What follows belongs to an exercise in optimizing a design on an open flow for small area and a short achievable clock period; a production flow would make more cautious choices. Where RTL was checked, it was by simulation tests only, not by an equivalence proof against the original.

==> flow/design.v (excerpt) <==
module fpmul (
	input             clk,
	input      [31:0] X,
	input      [31:0] Y,
	output     [31:0] result,
	output reg        zero,
	output reg        underflow,
	output reg        overflow,
	output reg        nan
);
clock: 8.0 ns
lec_check: 0
cap_margin: 20
core_margin: 2
core_utilization: 40
setup_slack_margin: 4
slew_margin: 20
synth_hierarchical: 1
synth_minimum_keep_size: 0
standard.sh (not shown) runs the stock make flow with config.mk's settings and CLKGATE_MAP_FILE= SYNTH_SCRIPT=/design/flow/synth_recipe.tcl, a recipe that flattens the netlist after the stock synthesis.
==> flow/flow/run.sh <==
#!/bin/bash
export BUFFER_PORTS_ARGS="-buffer_cell sky130_fd_sc_hd__buf_1"
bash standard.sh > standard.log 2>&1
Then changed:
Settings changed: SETUP_SLACK_MARGIN 4 to 3.5.
Design area decreases by about 11%.
Via count decreases by about 4.3%.
Maximum frequency increases by about 0.7%.
First-iteration DRC count decreases by about 6%.
Area after synthesis does not change.
Routed wire length decreases by 12%.
Worst hold slack stays flat.
Function was not checked in any run of this note: the RTL went through the layout flow alone.

== run A ==
Another version of the RTL of fpmul (not shown whole).
Size: about 100 I/O pins, about 0.018 mm^2 of cells after synthesis.
==> flow/config.mk <==
export PLATFORM = sky130hd
export DESIGN_NAME = fpmul
export DESIGN_NICKNAME = fpmul
export VERILOG_FILES = /design/flow/design.v
export SDC_FILE = /design/flow/constraint.sdc
export NUM_CORES = 4
export LEC_CHECK = 0
export CAP_MARGIN = 20
export CORE_MARGIN = 2
export CORE_UTILIZATION = 40
export SETUP_SLACK_MARGIN = 3
export SLEW_MARGIN = 20
export SYNTH_HIERARCHICAL = 1
export SYNTH_MINIMUM_KEEP_SIZE = 0
==> flow/constraint.sdc <==
create_clock -name core_clock -period 8.0 [get_ports {clk}]
set_input_delay 1.6000 -clock core_clock [delete_from_list [all_inputs] [get_ports {clk}]]
set_output_delay 1.6000 -clock core_clock [all_outputs]
set_load 0.01 [all_outputs]
Scripts as last shown in full above: flow/flow/run.sh
Run A ended with every stage complete and zero timing, DRC or antenna violations.
Input changes introduced in run B (baseline for comparison: run A):
- ABC_CLOCK_PERIOD_IN_PS newly set to 1500
## What came out
- Run A -> run B: detailed-route wire length per cell delta 0, exact match
- Per the comparison of run B with run A, final-layout worst hold slack stayed essentially flat, number of max-capacitance violations reported held steady, post-cts resize count level.
- As far as final-report max-slew violation count goes, run B and run A are indistinguishable; the numbers are identical.
- Changes observed in run B relative to run A: count of clock-buffer cells in the layout saw little to no change; slack of the worst reg-to-reg path saw little to no change.
- Re via count normalized by instance count: no difference whatsoever between run B and run A.
- Hold buffer count at cts came out exactly the same in run B and run A.
Input changes introduced in run C (baseline for comparison: run B):
- removing ABC_CLOCK_PERIOD_IN_PS (formerly 1500)
- changing SETUP_SLACK_MARGIN from 3 to 3.5
==> comparison <==
Run C gives more utilization than run B did.
For run C, the worst setup path startpoint was hp_q[12]$_DFF_P_, unlike run B, where it was neg_q[8]$_DFF_P_.
Number of gates given a new drive strength after cts ends up higher on run C.
Fraction of area in registers | run C below run B
Run C -> run B: flip-flop and latch count delta 0, exact match
Per the comparison of run C with run B, wire length of the first global-routing pass moved up; final critical-path share of the clock period went down 1.9 points; clock-cell share of area saw little to no change.
Modified inputs, run D compared to run C
- PLACE_DENSITY now 0.75, previously not set
- CORE_UTILIZATION now 60, was 40
Results
Going from run C to run D, area added between synthesis and finish fell 3.0 points, via count picked up an extra 254, worst clock skew saw a decrease. Multi-input combinational cell area: run C and run D compared, lower one is run D. Summary — least setup slack across all paths after layout, run D relative to run C: lower, by 0.084 ns.

Another version of the RTL of fpmul (not shown whole).
Size: roughly 1900 cells after synthesis, about 100 I/O pins, roughly 18000 um^2 of cells after synthesis.
==> flow/design.v (excerpt) <==
module fpmul (
	input             clk,
	input      [31:0] X,
	input      [31:0] Y,
	output     [31:0] result,
	output reg        zero,
	output reg        underflow,
	output reg        overflow,
	output reg        nan
);
Settings: LEC_CHECK=0, CAP_MARGIN=20, CORE_MARGIN=2, CORE_UTILIZATION=40, SETUP_SLACK_MARGIN=4, SLEW_MARGIN=20; clock period 8.0 ns.
run.sh (not shown) runs the stock make flow with config.mk's settings and CLKGATE_MAP_FILE= SYNTH_SCRIPT=/design/flow/synth_recipe.tcl, a recipe that flattens the netlist after the stock synthesis.
Stock flow here: none of the scripts above is used.
The baseline finished with timing, DRC and antenna clean.
Next try:
SETUP_SLACK_MARGIN = not set   (was 4)
Outcome: The changed run finished with timing, DRC and antenna clean; core utilization decreases by 7.9 points; maximum frequency decreases by 22%; register-to-register slack is worse by 1.4 ns; non-clock buffer count decreases by 161; final cell count decreases by 6.2%.

== job 8389 ==
Another version of the RTL of fpmul (not shown whole).
For scale: about 1,900 cells after synthesis, roughly 100 I/O pins, ~0.018 mm^2 of cells after synthesis.
Settings: LEC_CHECK=0, CAP_MARGIN=20, CORE_MARGIN=2, CORE_UTILIZATION=40, CTS_BUF_LIST=sky130_fd_sc_hd__clkbuf_8, SETUP_SLACK_MARGIN=3.5, SLEW_MARGIN=20, SYNTH_HIERARCHICAL=1, SYNTH_MINIMUM_KEEP_SIZE=0, TNS_END_PERCENT=30; clock period 8.0 ns.
standard.sh (not shown) runs the stock make flow with config.mk's settings and CLKGATE_MAP_FILE= SYNTH_SCRIPT=/design/flow/synth_recipe.tcl, a recipe that flattens the netlist after the stock synthesis.
Scripts as last shown in full above: flow/flow/run.sh
## Diff of input files: job 298 against job 8389
-- flow/config.mk --
<<< job 8389, line 15
export SYNTH_MINIMUM_KEEP_SIZE = 0
export TNS_END_PERCENT = 30
>>> job 298, line 15
export SYNTH_MINIMUM_KEEP_SIZE = 0
Results
- Looking at job 298 and job 8389, the final worst-path cycle share is a wash.
- Hold slack delta (job 8389 -> job 298): insignificant
- Length of routed met3 wiring: job 298 and job 8389 compared, lower one is job 8389
Input-level comparison between job 3055 and job 298:
-- flow/config.mk --
<<< job 298, line 9
export CORE_MARGIN = 2
export CORE_UTILIZATION = 40
export CTS_BUF_LIST = sky130_fd_sc_hd__clkbuf_8
>>> job 3055, line 9
export CORE_MARGIN = 2
export CORE_UTILIZATION = 55
export CTS_BUF_LIST = sky130_fd_sc_hd__clkbuf_8
Notes after the runs:
Job 3055 reached the end of the flow, and the finished layout is clean on the timing, DRC and antenna checks. [compare] base=job 298 new=job 3055: clock latency at the later pin of the worst-skew pair moved down, delay of the slowest critical-path stage moved up. For the core area, job 3055 came in about 28% lower than job 298 did. Setup WNS job 298 -> job 3055: better. Vias: job 3055 more than job 298. ~same count of hold buffers inserted by post-cts repair in job 298 and job 3055. Compared with job 298, wire length of the first global-routing pass in job 3055 decreased slightly. Final critical-path share of the clock period (lower): job 3055. met3 track utilization from global routing for job 3055: 4.5 points up relative to job 298.

fpmul, a different RTL version from the one above (not shown whole).
For scale: about 1800 cells after synthesis, about 100 I/O pins, ~19000 um2 of cells after synthesis.
Settings: LEC_CHECK=0, CAP_MARGIN=20, CORE_MARGIN=2, CORE_UTILIZATION=40, SETUP_SLACK_MARGIN=3, SLEW_MARGIN=20, SYNTH_HIERARCHICAL=1, SYNTH_MINIMUM_KEEP_SIZE=0; clock period 8.0 ns.
run.sh (not shown) runs the stock make flow with config.mk's settings and CLKGATE_MAP_FILE= SYNTH_SCRIPT=/design/flow/synth_recipe.tcl, a recipe that flattens the netlist after the stock synthesis.
Stock flow here: none of the scripts above is used.
Edit:
--- a/flow/config.mk
+++ b/flow/config.mk
@@ -11 +11 @@
-export SETUP_SLACK_MARGIN = 3
+export SETUP_SLACK_MARGIN = 4
Hold slack degrades by 0.0059 ns; routed wire length rose by 17%; final area rose by 16%.
No run of this note included a check of the RTL's function; only the layout flow was run.

fpmul, a different RTL version from the one above (not shown whole).
Size in the first run: roughly 100 I/O pins, roughly 0.019 mm² of cells after synthesis.
export LEC_CHECK = 0
export CAP_MARGIN = 20
export CORE_MARGIN = 2
export CORE_UTILIZATION = 40
export SETUP_SLACK_MARGIN = 4
export SLEW_MARGIN = 20
export SYNTH_HIERARCHICAL = 1
export SYNTH_MINIMUM_KEEP_SIZE = 0
create_clock -name core_clock -period 8.0 [get_ports {clk}]
standard.sh (not shown) runs the stock make flow with config.mk's settings and CLKGATE_MAP_FILE= SYNTH_SCRIPT=/design/flow/synth_recipe.tcl, a recipe that flattens the netlist after the stock synthesis.
Scripts as last shown in full above: flow/flow/run.sh
The starting point finished with timing, DRC and antenna clean.
Rerun with:
- SETUP_SLACK_MARGIN: 4 -> 4.5
Result: The new run went through all stages and came out clean. Via count goes up by 4.1%. Setup slack improves by 91 ps. Sequential cell count stays the same. Sequential share of layout area is lower by 1.4 points. Clock-buffer cell count is higher by 1. Synthesized cell count is unchanged. Clock skew hardly moves. Routed wire length rose by 7.4%. Final cell count came out higher by 2.9%. Cell area rises by 11%.
Function was not checked in any run of this note: the RTL went through the layout flow alone.

## before
fpmul again, from the RTL that the note above started with.
## fpmul
module fpmul (
	input             clk,
	input      [31:0] X,
	input      [31:0] Y,
	output     [31:0] result,
	output reg        zero,
	output reg        underflow,
	output reg        overflow,
	output reg        nan
);
	wire [24:0] yb = {1'b1, Y[22:0], 1'b0};   
	wire [7:0]  s1_d, s2_d, s3_d, s4_d, neg_d;
	genvar i;
	generate for (i = 0; i < 8; i = i + 1) begin : enc
		wire [2:0] c = yb[3*i+3] ? ~yb[3*i+2:3*i] : yb[3*i+2:3*i];   
		assign s1_d[i]  = ~c[2] & (c[1] ^ c[0]);
		assign s2_d[i]  = (~c[2] & c[1] & c[0]) | (c[2] & ~c[1] & ~c[0]);
		assign s3_d[i]  = c[2] & (c[1] ^ c[0]);
		assign s4_d[i]  = c[2] & c[1] & c[0];
		assign neg_d[i] = yb[3*i+3] & ~(&yb[3*i+2:3*i]);
	end endgenerate
	wire [25:0] x3_d = {2'b01, X[22:0]} + {1'b1, X[22:0], 1'b0};   
	wire [8:0] esum_d = {1'b0, X[30:23]} + {1'b0, Y[30:23]};
	wire       zero_d = (X[30:0] == 31'd0) | (Y[30:0] == 31'd0);
	reg  [22:0] xm_q;
	reg  [25:1] x3_q;
	reg  [7:0]  s1_q, s2_q, s3_q, s4_q, neg_q;
	reg  [8:0]  esum_q;
	reg         zero_q, sign_q;
	always @(posedge clk) begin
		xm_q   <= X[22:0];
		x3_q   <= x3_d[25:1];
		s1_q   <= s1_d;
		s2_q   <= s2_d;
		s3_q   <= s3_d;
		s4_q   <= s4_d;
		neg_q  <= neg_d;
		esum_q <= esum_d;
		zero_q <= zero_d;
		sign_q <= X[31] ^ Y[31];
	end
	wire [2:0]  lg_d, lp_d;
	wire [24:0] hp_d, hg_d;
	part2 core (.xm(xm_q), .x3(x3_q), .s1(s1_q), .s2(s2_q), .s3(s3_q), .s4(s4_q), .neg(neg_q),
		.lg(lg_d), .lp(lp_d), .hp(hp_d), .hg(hg_d));
	wire       uf_d  = ~zero_q & (esum_q < 9'd127);
	wire       nan_d = ~zero_q & (esum_q == 9'd382);
	wire       of_d  = ~zero_q & (esum_q > 9'd382);
	wire [8:0] e0_d  = esum_q - 9'd127;
	wire [8:0] e1_d  = esum_q - 9'd126;
	reg  [2:0]  lg_q, lp_q;
	reg  [24:0] hp_q, hg_q;
	reg  [7:0]  e0_q, e1_q;
	reg         sign_r;
	always @(posedge clk) begin
		lg_q      <= lg_d;
		lp_q      <= lp_d;
		hp_q      <= hp_d;
		hg_q      <= hg_d;
		e0_q      <= e0_d[7:0];
		e1_q      <= e1_d[7:0];
		sign_r    <= sign_q & ~zero_q & ~(esum_q < 9'd127);
		zero      <= zero_q;
		underflow <= uf_d;
		overflow  <= of_d;
		nan       <= nan_d;
	end
	wire g0_1 = lg_q[1] | (lp_q[1] & lg_q[0]);
  ...
clock: 8.0 ns
lec_check: 0
cap_margin: 20
core_margin: 2
core_utilization: 40
setup_slack_margin: 3.5
slew_margin: 20
synth_hierarchical: 1
synth_minimum_keep_size: 0
Scripts as last shown in full above: flow/flow/run.sh
Inputs modified between before and after:
--- a/flow/config.mk
+++ b/flow/config.mk
@@ -10,2 +10,3 @@
 export CORE_UTILIZATION = 40
+export CTS_BUF_LIST = sky130_fd_sc_hd__clkbuf_8
 export SETUP_SLACK_MARGIN = 3.5
Findings:
From before to after the numbers moved as follows: total wire length after detailed routing did not really move, worst setup slack went down, routed length on met1 went down. Area added between synthesis and finish was lower in the run labelled after. Number of clock-tree buffers in the layout in after is 1 lower than in before.
No run of this note included a check of the RTL's function; only the layout flow was run.

static timing again, ports no longer ideal:
Ports are ideal in the flow. The routed layouts listed here were re-timed in OpenROAD.
Step 1 sets driving cells, clkbuf_16 on the clock port and buf_2 on the other inputs (assumed; they add their load-dependent delay and slew).
Step 2 adds t to the input delays and takes it off the output delays; t is the mean of the earliest and latest rising clock arrival at the registers after step 1. Input paths then give back, and output paths get back, about the clock's delay inside the block.
a / b / c = no drivers / after step 1 / after step 2; a / b = the first two.
run | t (ns) | setup slack, ns | worst setup path after step 2 | clock arrival spread, ns | worst register clock-pin slew, ns
the first run of note 1 | 0.516 | 3.475 / 3.425 / 3.818 | register to register | 0.013 / 0.013 | 0.08 / 0.08
the second run of note 1 | 0.514 | 3.505 / 3.451 / 3.540 | register to register | 0.012 / 0.011 | 0.08 / 0.08
run A | 0.473 | 3.156 / 3.121 / 3.156 | register to register | 0.020 / 0.020 | 0.08 / 0.08
run B | 0.473 | 3.156 / 3.121 / 3.156 | register to register | 0.020 / 0.020 | 0.08 / 0.08
run C | 0.476 | 3.309 / 3.262 / 3.624 | register to register | 0.022 / 0.022 | 0.09 / 0.09
run D | 0.484 | 3.225 / 3.172 / 3.597 | register to register | 0.016 / 0.016 | 0.08 / 0.08
the first run of note 3 | 0.412 | 3.090 / 3.042 / 3.117 | register to register | 0.017 / 0.017 | 0.10 / 0.10
the second run of note 3 | 0.425 | 1.699 / 1.699 / 1.699 | register to register | 0.024 / 0.023 | 0.10 / 0.10
job 8389 | 0.568 | 3.553 / 3.553 / 3.553 | register to register | 0.025 / 0.026 | 0.12 / 0.12
job 298 | 0.565 | 3.550 / 3.550 / 3.550 | register to register | 0.021 / 0.021 | 0.12 / 0.12
job 3055 | 0.553 | 3.575 / 3.574 / 3.575 | register to register | 0.033 / 0.033 | 0.12 / 0.12
the first run of note 5 | 0.495 | 3.116 / 3.116 / 3.116 | register to register | 0.018 / 0.019 | 0.08 / 0.08
the second run of note 5 | 0.504 | 3.360 / 3.360 / 3.360 | register to register | 0.020 / 0.021 | 0.08 / 0.08
the first run of note 6 | 0.506 | 3.508 / 3.452 / 3.851 | input to register | 0.013 / 0.013 | 0.07 / 0.07
the second run of note 6 | 0.514 | 3.600 / 3.549 / 4.063 | register to output | 0.013 / 0.014 | 0.07 / 0.07
before | 0.508 | 3.517 / 3.461 / 3.735 | input to register | 0.014 / 0.014 | 0.07 / 0.07
after | 0.546 | 3.451 / 3.403 / 3.743 | input to register | 0.017 / 0.017 | 0.10 / 0.10
After both steps every run listed still meets setup and hold.
